This is an optimization exercise on Yosys and OpenROAD, whose aim is small area, a short achievable clock period and few clock cycles per item, not a production implementation.
No functional check of the RTL was part of this run.

File: design/flow/config.mk
export PLATFORM = sky130hd
export DESIGN_NAME = md5
export DESIGN_NICKNAME = md5
export VERILOG_FILES = /design/flow/design.v
export SDC_FILE = /design/flow/constraint.sdc
export NUM_CORES = 8
export LEC_CHECK = 0
export CAP_MARGIN = 20
export CORE_MARGIN = 2
export CORE_UTILIZATION = 30
export SLEW_MARGIN = 20
File: design/flow/constraint.sdc
create_clock -name core_clock -period 17.0 [get_ports {clock}]
set_input_delay 3.4000 -clock core_clock [delete_from_list [all_inputs] [get_ports {clock}]]
set_output_delay 3.4000 -clock core_clock [all_outputs]
set_load 0.01 [all_outputs]
File: design/flow/design.v
module md5(
  input          clock,
  input          reset,
  input  [127:0] io_in,
  input          io_in_valid,
  output [127:0] io_out,
  output         io_out_valid,
  output         io_ready
);
  reg [127:0] msg;
  reg [31:0]  b, c, d, p;
  reg [5:0]   cnt;
  reg         busy, ovalid;
  reg         first;            
  reg         lastf;            
  reg [3:0]   fr;               
  reg [3:0]   ra, rb;           
  reg [1:0]   ms;               
  reg         mz;               
  reg [31:0]  kr;               
  wire last = (cnt == 6'd63);
  assign io_ready = ~busy | last;
  wire accept = io_ready & io_in_valid;
  assign io_out_valid = ovalid;
  assign io_out = {p, b, c, d};
  wire [31:0] f = ({32{fr[0]}} & ((b & c) | (~b & d)))
              | ({32{fr[1]}} & ((b & d) | (c & ~d)))
              | ({32{fr[2]}} & (b ^ c ^ d))
              | ({32{fr[3]}} & (c ^ (b | ~d)));
  wire [31:0] x = f | ({32{first}} & 32'hd76aa477);
  wire [31:0] y = first ? msg[31:0] : p;
  wire [32:0] xs = {1'b0, x} + {1'b0, y};
  wire [31:0] cx = xs[31:0] ^ x ^ y;    
  wire        c2 = xs[32];
  wire        c1 = (ra[0] & rb[0] & cx[28])
                 | (ra[0] & rb[1] & cx[23])
                 | (ra[0] & rb[2] & cx[18])
                 | (ra[0] & rb[3] & cx[12])
                 | (ra[1] & rb[0] & cx[27])
                 | (ra[1] & rb[1] & cx[22])
                 | (ra[1] & rb[2] & cx[17])
                 | (ra[1] & rb[3] & cx[11])
                 | (ra[2] & rb[0] & cx[26])
                 | (ra[2] & rb[1] & cx[21])
                 | (ra[2] & rb[2] & cx[16])
                 | (ra[2] & rb[3] & cx[10])
                 | (ra[3] & rb[0] & cx[25])
                 | (ra[3] & rb[1] & cx[20])
                 | (ra[3] & rb[2] & cx[15])
                 | (ra[3] & rb[3] & cx[9]);
  wire [31:0] rx_q0 = {x[27:0], x[31:28]};
  wire [31:0] rx_q1 = ({32{ra[0]}} & rx_q0) | ({32{ra[1]}} & {rx_q0[30:0], rx_q0[31:31]}) | ({32{ra[2]}} & {rx_q0[29:0], rx_q0[31:30]}) | ({32{ra[3]}} & {rx_q0[28:0], rx_q0[31:29]});
  wire [31:0] rx = ({32{rb[0]}} & rx_q1) | ({32{rb[1]}} & {rx_q1[26:0], rx_q1[31:27]}) | ({32{rb[2]}} & {rx_q1[21:0], rx_q1[31:22]}) | ({32{rb[3]}} & {rx_q1[15:0], rx_q1[31:16]});
  wire [31:0] ry_q0 = {y[27:0], y[31:28]};
  wire [31:0] ry_q1 = ({32{ra[0]}} & ry_q0) | ({32{ra[1]}} & {ry_q0[30:0], ry_q0[31:31]}) | ({32{ra[2]}} & {ry_q0[29:0], ry_q0[31:30]}) | ({32{ra[3]}} & {ry_q0[28:0], ry_q0[31:29]});
  wire [31:0] ry = ({32{rb[0]}} & ry_q1) | ({32{rb[1]}} & {ry_q1[26:0], ry_q1[31:27]}) | ({32{rb[2]}} & {ry_q1[21:0], ry_q1[31:22]}) | ({32{rb[3]}} & {ry_q1[15:0], ry_q1[31:16]});
  wire [31:0] bop = first ? 32'hefcdab89 : b;
  wire [31:0] u = bop ^ rx ^ ry;
  wire [31:0] uc = (bop & rx) | (bop & ry) | (rx & ry);
  wire [31:0] v = {uc[30:0], 1'b0};
  wire [31:0] kl = {32{lastf}} & 32'hefcdab89;
  wire [31:0] mk = lastf ? 32'hefadab89 :
                   (({32{ra[0] & rb[0]}} & 32'hfffffff0)
                  | ({32{ra[0] & rb[1]}} & 32'hfffffe00)
                  | ({32{ra[0] & rb[2]}} & 32'hffffc000)
                  | ({32{ra[0] & rb[3]}} & 32'hfff00000)
                  | ({32{ra[1] & rb[0]}} & 32'hffffffe0)
                  | ({32{ra[1] & rb[1]}} & 32'hfffffc00)
                  | ({32{ra[1] & rb[2]}} & 32'hffff8000)
                  | ({32{ra[1] & rb[3]}} & 32'hffe00000)
                  | ({32{ra[2] & rb[0]}} & 32'hffffffc0)
                  | ({32{ra[2] & rb[1]}} & 32'hfffff800)
                  | ({32{ra[2] & rb[2]}} & 32'hffff0000)
                  | ({32{ra[2] & rb[3]}} & 32'hffc00000)
                  | ({32{ra[3] & rb[0]}} & 32'hffffff80)
                  | ({32{ra[3] & rb[1]}} & 32'hfffff000)
                  | ({32{ra[3] & rb[2]}} & 32'hfffe0000)
                  | ({32{ra[3] & rb[3]}} & 32'hff800000));
  wire [31:0] u1 = u ^ v ^ kl;
  wire [31:0] uc1 = (u & v) | (u & kl) | (v & kl);
  wire [31:0] v1 = {uc1[30:0], 1'b0};
  wire [31:0] u2 = u ^ v ^ mk;
  wire [31:0] uc2 = (u & v) | (u & mk) | (v & mk);
  wire [31:0] v2 = {uc2[30:0], 1'b0};
  wire [31:0] s1 = u1 + v1;
  wire [31:0] s2 = u2 + v2;
  wire [31:0] p1 = u1 ^ v1;
  wire [31:0] p2 = u2 ^ v2;
  wire [31:0] pa1_l0 = {p1[30:0], 1'b1};
  wire [31:0] pa1_l1 = pa1_l0 & {pa1_l0[30:0], {1{1'b1}}};
  wire [31:0] pa1_l2 = pa1_l1 & {pa1_l1[29:0], {2{1'b1}}};
  wire [31:0] pa1_l3 = pa1_l2 & {pa1_l2[27:0], {4{1'b1}}};
  wire [31:0] pa1_l4 = pa1_l3 & {pa1_l3[23:0], {8{1'b1}}};
  wire [31:0] pa1_l5 = pa1_l4 & {pa1_l4[15:0], {16{1'b1}}};
  wire [31:0] pa1 = pa1_l5;
  wire [31:0] pa2_l0 = {p2[30:0], 1'b1};
  wire [31:0] pa2_l1 = pa2_l0 & {pa2_l0[30:0], {1{1'b1}}};
  wire [31:0] pa2_l2 = pa2_l1 & {pa2_l1[29:0], {2{1'b1}}};
  wire [31:0] pa2_l3 = pa2_l2 & {pa2_l2[27:0], {4{1'b1}}};
  wire [31:0] pa2_l4 = pa2_l3 & {pa2_l3[23:0], {8{1'b1}}};
  wire [31:0] pa2_l5 = pa2_l4 & {pa2_l4[15:0], {16{1'b1}}};
  wire [31:0] pa2 = pa2_l5;
  wire [31:0] w1 = s1 ^ (pa1 & {32{c1}});
  wire [31:0] w2 = s2 ^ (pa2 & {32{c1}});
  wire [31:0] t = c2 ? w2 : w1;
  reg [31:0] mw;
  always @* begin
    case (ms)
      2'd0: mw = msg[31:0];
      2'd1: mw = msg[63:32];
      2'd2: mw = msg[95:64];
      default: mw = msg[127:96];
    endcase
  end
  wire [31:0] mop = mz ? 32'h0 : mw;
  wire [31:0] dop = first ? 32'h0 : d;
  wire [5:0] cn = io_ready ? 6'd0 : cnt + 6'd1;
  reg [31:0] kn;
  reg [1:0]  msn;
  reg        mzn;
  always @* begin
    case (cn)
      6'd0: begin kn = 32'hf8fa0bcc; msn = 2'd1; mzn = 1'b0; end
      6'd1: begin kn = 32'h242070db; msn = 2'd2; mzn = 1'b0; end
      6'd2: begin kn = 32'hc1bdceee; msn = 2'd3; mzn = 1'b0; end
      6'd3: begin kn = 32'hf57c0faf; msn = 2'd0; mzn = 1'b0; end
      6'd4: begin kn = 32'h4787c62a; msn = 2'd1; mzn = 1'b0; end
      6'd5: begin kn = 32'ha8304613; msn = 2'd2; mzn = 1'b0; end
      6'd6: begin kn = 32'hfd469501; msn = 2'd3; mzn = 1'b0; end
      6'd7: begin kn = 32'h698098d8; msn = 2'd0; mzn = 1'b0; end
      6'd8: begin kn = 32'h8b44f7af; msn = 2'd1; mzn = 1'b0; end
      6'd9: begin kn = 32'hffff5bb1; msn = 2'd2; mzn = 1'b0; end
      6'd10: begin kn = 32'h895cd7be; msn = 2'd3; mzn = 1'b0; end
      6'd11: begin kn = 32'h6b901122; msn = 2'd0; mzn = 1'b0; end
      6'd12: begin kn = 32'hfd987193; msn = 2'd1; mzn = 1'b0; end
      6'd13: begin kn = 32'ha679438e; msn = 2'd2; mzn = 1'b0; end
      6'd14: begin kn = 32'h49b40821; msn = 2'd3; mzn = 1'b0; end
      6'd15: begin kn = 32'hf61e2562; msn = 2'd0; mzn = 1'b0; end
      6'd16: begin kn = 32'hc040b340; msn = 2'd0; mzn = 1'b0; end
      6'd17: begin kn = 32'h265e5a51; msn = 2'd1; mzn = 1'b0; end
      6'd18: begin kn = 32'he9b6c7aa; msn = 2'd1; mzn = 1'b0; end
      6'd19: begin kn = 32'hd62f105d; msn = 2'd2; mzn = 1'b0; end
      6'd20: begin kn = 32'h02441453; msn = 2'd2; mzn = 1'b0; end
      6'd21: begin kn = 32'hd8a1e681; msn = 2'd3; mzn = 1'b0; end
      6'd22: begin kn = 32'he7d3fbc8; msn = 2'd3; mzn = 1'b0; end
      6'd23: begin kn = 32'h21e1cde6; msn = 2'd0; mzn = 1'b0; end
      6'd24: begin kn = 32'hc33707d6; msn = 2'd0; mzn = 1'b0; end
      6'd25: begin kn = 32'hf4d50d87; msn = 2'd1; mzn = 1'b0; end
      6'd26: begin kn = 32'h455a14ed; msn = 2'd1; mzn = 1'b0; end
      6'd27: begin kn = 32'ha9e3e905; msn = 2'd2; mzn = 1'b0; end
      6'd28: begin kn = 32'hfcefa3f8; msn = 2'd2; mzn = 1'b0; end
      6'd29: begin kn = 32'h676f02d9; msn = 2'd3; mzn = 1'b0; end
      6'd30: begin kn = 32'h8d2a4c8a; msn = 2'd3; mzn = 1'b0; end
      6'd31: begin kn = 32'hfffa3942; msn = 2'd0; mzn = 1'b0; end
      6'd32: begin kn = 32'h8771f681; msn = 2'd0; mzn = 1'b0; end
      6'd33: begin kn = 32'h6d9d6122; msn = 2'd0; mzn = 1'b0; end
      6'd34: begin kn = 32'hfde5380c; msn = 2'd0; mzn = 1'b0; end
      6'd35: begin kn = 32'ha4beea44; msn = 2'd1; mzn = 1'b0; end
      6'd36: begin kn = 32'h4bdecfa9; msn = 2'd1; mzn = 1'b0; end
      6'd37: begin kn = 32'hf6bb4b60; msn = 2'd1; mzn = 1'b0; end
      6'd38: begin kn = 32'hbebfbc70; msn = 2'd1; mzn = 1'b0; end
      6'd39: begin kn = 32'h289b7ec6; msn = 2'd2; mzn = 1'b0; end
      6'd40: begin kn = 32'heaa127fa; msn = 2'd2; mzn = 1'b0; end
      6'd41: begin kn = 32'hd4ef3085; msn = 2'd2; mzn = 1'b0; end
      6'd42: begin kn = 32'h04881d05; msn = 2'd2; mzn = 1'b0; end
      6'd43: begin kn = 32'hd9d4d039; msn = 2'd3; mzn = 1'b0; end
      6'd44: begin kn = 32'he6db99e5; msn = 2'd3; mzn = 1'b0; end
      6'd45: begin kn = 32'h1fa27cf8; msn = 2'd3; mzn = 1'b0; end
      6'd46: begin kn = 32'hc4ac5665; msn = 2'd3; mzn = 1'b0; end
      6'd47: begin kn = 32'hf4292244; msn = 2'd0; mzn = 1'b0; end
      6'd48: begin kn = 32'h432aff97; msn = 2'd2; mzn = 1'b0; end
      6'd49: begin kn = 32'hab9423a7; msn = 2'd0; mzn = 1'b0; end
      6'd50: begin kn = 32'hfc93a039; msn = 2'd2; mzn = 1'b0; end
      6'd51: begin kn = 32'h655b59c3; msn = 2'd0; mzn = 1'b0; end
      6'd52: begin kn = 32'h8f0ccc92; msn = 2'd2; mzn = 1'b0; end
      6'd53: begin kn = 32'hffeff47d; msn = 2'd0; mzn = 1'b0; end
      6'd54: begin kn = 32'h85845dd1; msn = 2'd2; mzn = 1'b0; end
      6'd55: begin kn = 32'h6fa87e4f; msn = 2'd1; mzn = 1'b0; end
      6'd56: begin kn = 32'hfe2ce6e0; msn = 2'd3; mzn = 1'b0; end
      6'd57: begin kn = 32'ha3014314; msn = 2'd1; mzn = 1'b0; end
      6'd58: begin kn = 32'h4e0811a1; msn = 2'd3; mzn = 1'b0; end
      6'd59: begin kn = 32'hf7537e82; msn = 2'd1; mzn = 1'b0; end
      6'd60: begin kn = 32'hbd3af235; msn = 2'd3; mzn = 1'b0; end
      6'd61: begin kn = 32'h2ad7d2bb; msn = 2'd1; mzn = 1'b0; end
      6'd62: begin kn = 32'heb86d391; msn = 2'd3; mzn = 1'b0; end
      6'd63: begin kn = 32'h67452301; msn = 2'd0; mzn = 1'b1; end
      default: begin kn = 32'h0; msn = 2'd0; mzn = 1'b0; end
    endcase
  end
  reg [1:0] ran;
  always @* begin
    case ({cn[5:4], cn[1:0]})
      4'd0: ran = 2'd3;
      4'd1: ran = 2'd3;
      4'd2: ran = 2'd3;
      4'd3: ran = 2'd2;
      4'd4: ran = 2'd1;
      4'd5: ran = 2'd0;
      4'd6: ran = 2'd0;
      4'd7: ran = 2'd0;
      4'd8: ran = 2'd0;
      4'd9: ran = 2'd2;
      4'd10: ran = 2'd2;
      4'd11: ran = 2'd3;
      4'd12: ran = 2'd2;
      4'd13: ran = 2'd1;
      4'd14: ran = 2'd1;
      4'd15: ran = 2'd1;
      default: ran = 2'd0;
    endcase
  end
  always @(posedge clock) begin
    if (io_ready) msg <= io_in;
    b <= t;
    c <= first ? 32'hefcdab89 : lastf ? b + 32'h98badcfe : b;
    d <= first ? 32'h98badcfe : lastf ? c + 32'h10325476 : c;
    p <= dop + mop + kr;
    cnt <= cn;
    first <= io_ready;
    lastf <= (cn == 6'd63);
    fr <= io_ready ? 4'b0000 : (4'b0001 << cn[5:4]);
    ra <= 4'b0001 << ran;
    rb <= 4'b0001 << cn[1:0];
    ms <= msn;
    mz <= mzn;
    kr <= kn;
    if (reset) begin
      busy <= 1'b0;
      ovalid <= 1'b0;
    end else begin
      busy <= accept | (busy & ~last);
      ovalid <= busy & last;
    end
  end
endmodule
File: design/flow/flow/run.sh
#!/bin/bash
set -o pipefail
cd "$(dirname "$0")/.."
cp standard.sh standard_sh_copy.txt
export SETUP_SLACK_MARGIN=12.5
bash standard.sh > standard.log 2>&1
File: design/flow/standard.sh
#!/bin/bash
# synth_recipe.tcl (not shown) runs the flow's synth.tcl, then flattens the netlist and writes it again
# the make line also repeats each setting of config.mk as NAME=value (left out here)
make -C /OpenROAD-flow-scripts/flow DESIGN_CONFIG=/design/flow/config.mk WORK_HOME=/design/flow/orfs CLKGATE_MAP_FILE= SYNTH_SCRIPT=/design/flow/synth_recipe.tcl "${@:-finish}"
==> summary.txt <==
-- kinds of logic (layout without fill, tap and decap cells) --
family                     after synthesis  count (layout)  synth area share [%]
and+or+nand+nor                       1195            1197                  19.0
muxes                                  115             115                  5.32
DFF                                    313             313                  24.7
xor gates and xnor gates               232             232                  6.66
AOI/OAI and AO/OA                     1093            1093                  24.8
buffers and inverters                  445             991                  5.60
adders and majority gates              273             273                  13.9
-- worst max path at each step --
stage,from,endpoint,slack [ns],cells past startpoint
2_1_floorplan,fr[3]$_SDFF_PP0_,b[30]$_DFF_P_,11.04,35
3_3_place_gp,fr[1]$_SDFF_PP0_,b[30]$_DFF_P_,9.74,27
3_5_place_dp,fr[1]$_SDFF_PP0_,b[30]$_DFF_P_,9.73,27
4_1_cts,fr[1]$_SDFF_PP0_,b[17]$_DFF_P_,10.88,28
5_1_grt,fr[3]$_SDFF_PP0_,b[30]$_DFF_P_,10.53,28
6_report,fr[1]$_SDFF_PP0_,b[30]$_DFF_P_,10.68,27
-- routing by layer --
layer  global-route usage, %  vias to the layer above  routed length [um]
li1                        -                    14500                   -
met1                    36.1                    15941               59100
met2                    41.0                     2071               62800
met3                    5.81                      411               15100
met4                    14.1                        4                9230
met5                       0                        -                  31
-- state kept, by name, indices dropped and copies added, names as in the netlist, 6 cells and up --
register and flops:
msg 128, cnt 6, kr 32, d 32, c 32, b 32
p 32
-- stage by stage --
stage / hold slack [ns] / std cells / utilization, % / cell area, um^2
2_1_floorplan: 0.463 / 3666 / - / 31300
3_3_place_gp: 0.497 / 5053 / 34.2 / 34600
3_5_place_dp: 0.497 / 5053 / 34.2 / 34600
4_1_cts: 0.511 / 5518 / 40.9 / 41500
5_1_grt: 0.531 / 5582 / 41.9 / 42400
6_report: 0.507 / 5582 / 41.9 / 42400
-- cell type report --
class                   instances  area (um^2)  area share, %
multi-input cells            2910        23300           55.0
flip-flops and latches        313         7990           18.8
repair buffers                754         7380           17.4
well taps                    1368         1710           4.03
clock buffers                  54         1160           2.73
inverters                     159          628           1.48
clock inverters                21          189          0.445
repair inverters                3         22.5         0.0531
-- layout by cell type, fill, tap and decap left out, types with 35 or more instances in the layout --
cell type and instances:
a21o_1 66, a21oi_1 204, a21oi_2 37, a222oi_1 43, a22oi_1 121, a31oi_1 54, and3_1 43, buf_4 382
buf_6 187, clkbuf_16 43, clkdlybuf4s50_1 130, dfxtp_1 37, dfxtp_2 44, dfxtp_4 104, edfxtp_1 128, fa_1 88
ha_1 115, ha_4 42, inv_1 138, mux2_2 41, mux2i_1 35, nand2_1 376, nand2b_1 69, nand3_1 66
nand4_1 48, nor2_1 245, nor2b_1 80, nor3_1 64, o211ai_1 41, o21ai_0 113, xnor2_1 152, xor2_1 64
-- what timing repair did --
item	in CTS	in global routing
setup buffers	375	64
resized for setup	1288	134
setup endpoints to repair	185	169
hold buffers	0	0
cloned	15	0
pin swaps	192	114
==> summary.txt <==
WS Path Type register to register; most common cell in the netlist nand2_1; Routed wire per std cell between 20 and 30 um; Yosys reg bits around 310; CTS tree yes; R2R Path End b[30]$_DFF_P_; status finished clean; Post-Place Setup Slack just under 10 ns; hold endpoint ovalid$_SDFF_PP0_; drt pass-1 iters 14; Achievable Freq around 160 MHz; Final setup viols 0; number of nets in the layout ~4,600; Fillers approximately 9,900; Hold Crit Depth 1; Slew Viols, Final 0; first-pass GRT wire length ~210,000 um; die area roughly 0.10 mm^2; Syn Nets just over 4,000; max_cap viols 0; row cnt 117; Post-synth EDFFs 128; Tmin final around 6.3 ns; final setup TNS 0 ns; layout cell share with drive strength beyond 1 a little under a third; ys flop type dfxtp_1; FF-to-FF path depth 27; Synth Cell Area ~0.03 mm^2; initial core utilization 30.1%; largest net degree at the start of global routing between 80 and 90; slowest CP cell fa_1; Worst EP required approximately 18 ns; CP delay by family, top compound AO/OA/AOI/OAI gates; DRT iter0 DRCs 4,913; CP Launch Type register; H-tree depth 2; Mapped Cells ~3,700; routability cong. roughly 1.0; hold_sp busy$_SDFF_PP0_; top-area cell type share of the netlist area 12.6%; gr ovfl total 0; register area share after synthesis between 20% and 30%; vias per cell 5.90; Skew-Pair Late Insertion Delay between 0.6 and 0.7 ns; synth warn 1; Routed Wire Length between 100,000 and 150,000 um; vias 32,927; ys async rst share 0%; Worst Path Max Fanout 11; Die H between 300 and 400 um; PortBufs 260; Root Driver clkbuf_16; n_diodes 0; hpwl dp roughly 100,000 um; fin crit share between 30% and 40%; Buf/Inv on CP 3; Area growth, synth to finish 39.0%; WP data arrival between 6 and 7 ns; CTS clk-pin slew, worst paths 0.07 ns; reg2reg start fr[1]$_SDFF_PP0_; # DRC 0; final hold violation count 0; worst-margin pin slew ~1.1 ns; vias in the first global route roughly 31,000; final worst setup slack about 11 ns; IO Count between 200 and 300; TritonCTS Buffers 41; max incr delay on CP around 0.5 ns; core area approximately 0.10 mm^2; initial antenna violation count 8; Post-Syn Area per Cell 8.33 um^2; Bufs on Longest Clock Path 3; RSZ-0062 raised after global routing yes; worst hold-check path type register to register; gr usage total between 20% and 30%; Post-synth top cells nand2_1, nor2_1, a21oi_1, clkbuf_1, dfxtp_1; Worst R2R Setup Slack ~11 ns; Synth area leaders edfxtp_1, dfxtp_1, fa_1; Routed Antenna Nets 0; cell taking the most area after synthesis edfxtp_1; Layout Skew between 0.04 and 0.05 ns; clk sinks between 300 and 400; worst rel slew slack roughly 28%; Distinct cells, synth roughly 100; Horiz. Die Dim approximately 320 um; Setup crit end kind register

[what the ideal ports hide]
How much do the figures lean on ideal ports? The routed layout below was timed once more, with nothing changed but the port constraints.
Step 1 (the two cells are an assumption about what drives the block):
set clk [get_ports {clock}]
set_driving_cell -lib_cell sky130_fd_sc_hd__clkbuf_16 $clk
set_driving_cell -lib_cell sky130_fd_sc_hd__buf_2 [delete_from_list [all_inputs] $clk]
Step 2 also shifts input and output timing later by t, the mid clock arrival at the registers, as if the neighbouring blocks saw the same clock.
Slacks: no drivers / after step 1 / after step 2; pairs: no drivers / after step 1.
shift t [ns]: 0.678
slack for setup (ns): 10.684 / 10.684 / 10.684
hold slack, ns: 0.507 / 0.507 / 0.507
After both steps this run still meets setup and hold. The setup slack of this run moves by 0.000 ns with the drivers and by 0.000 ns with both steps.
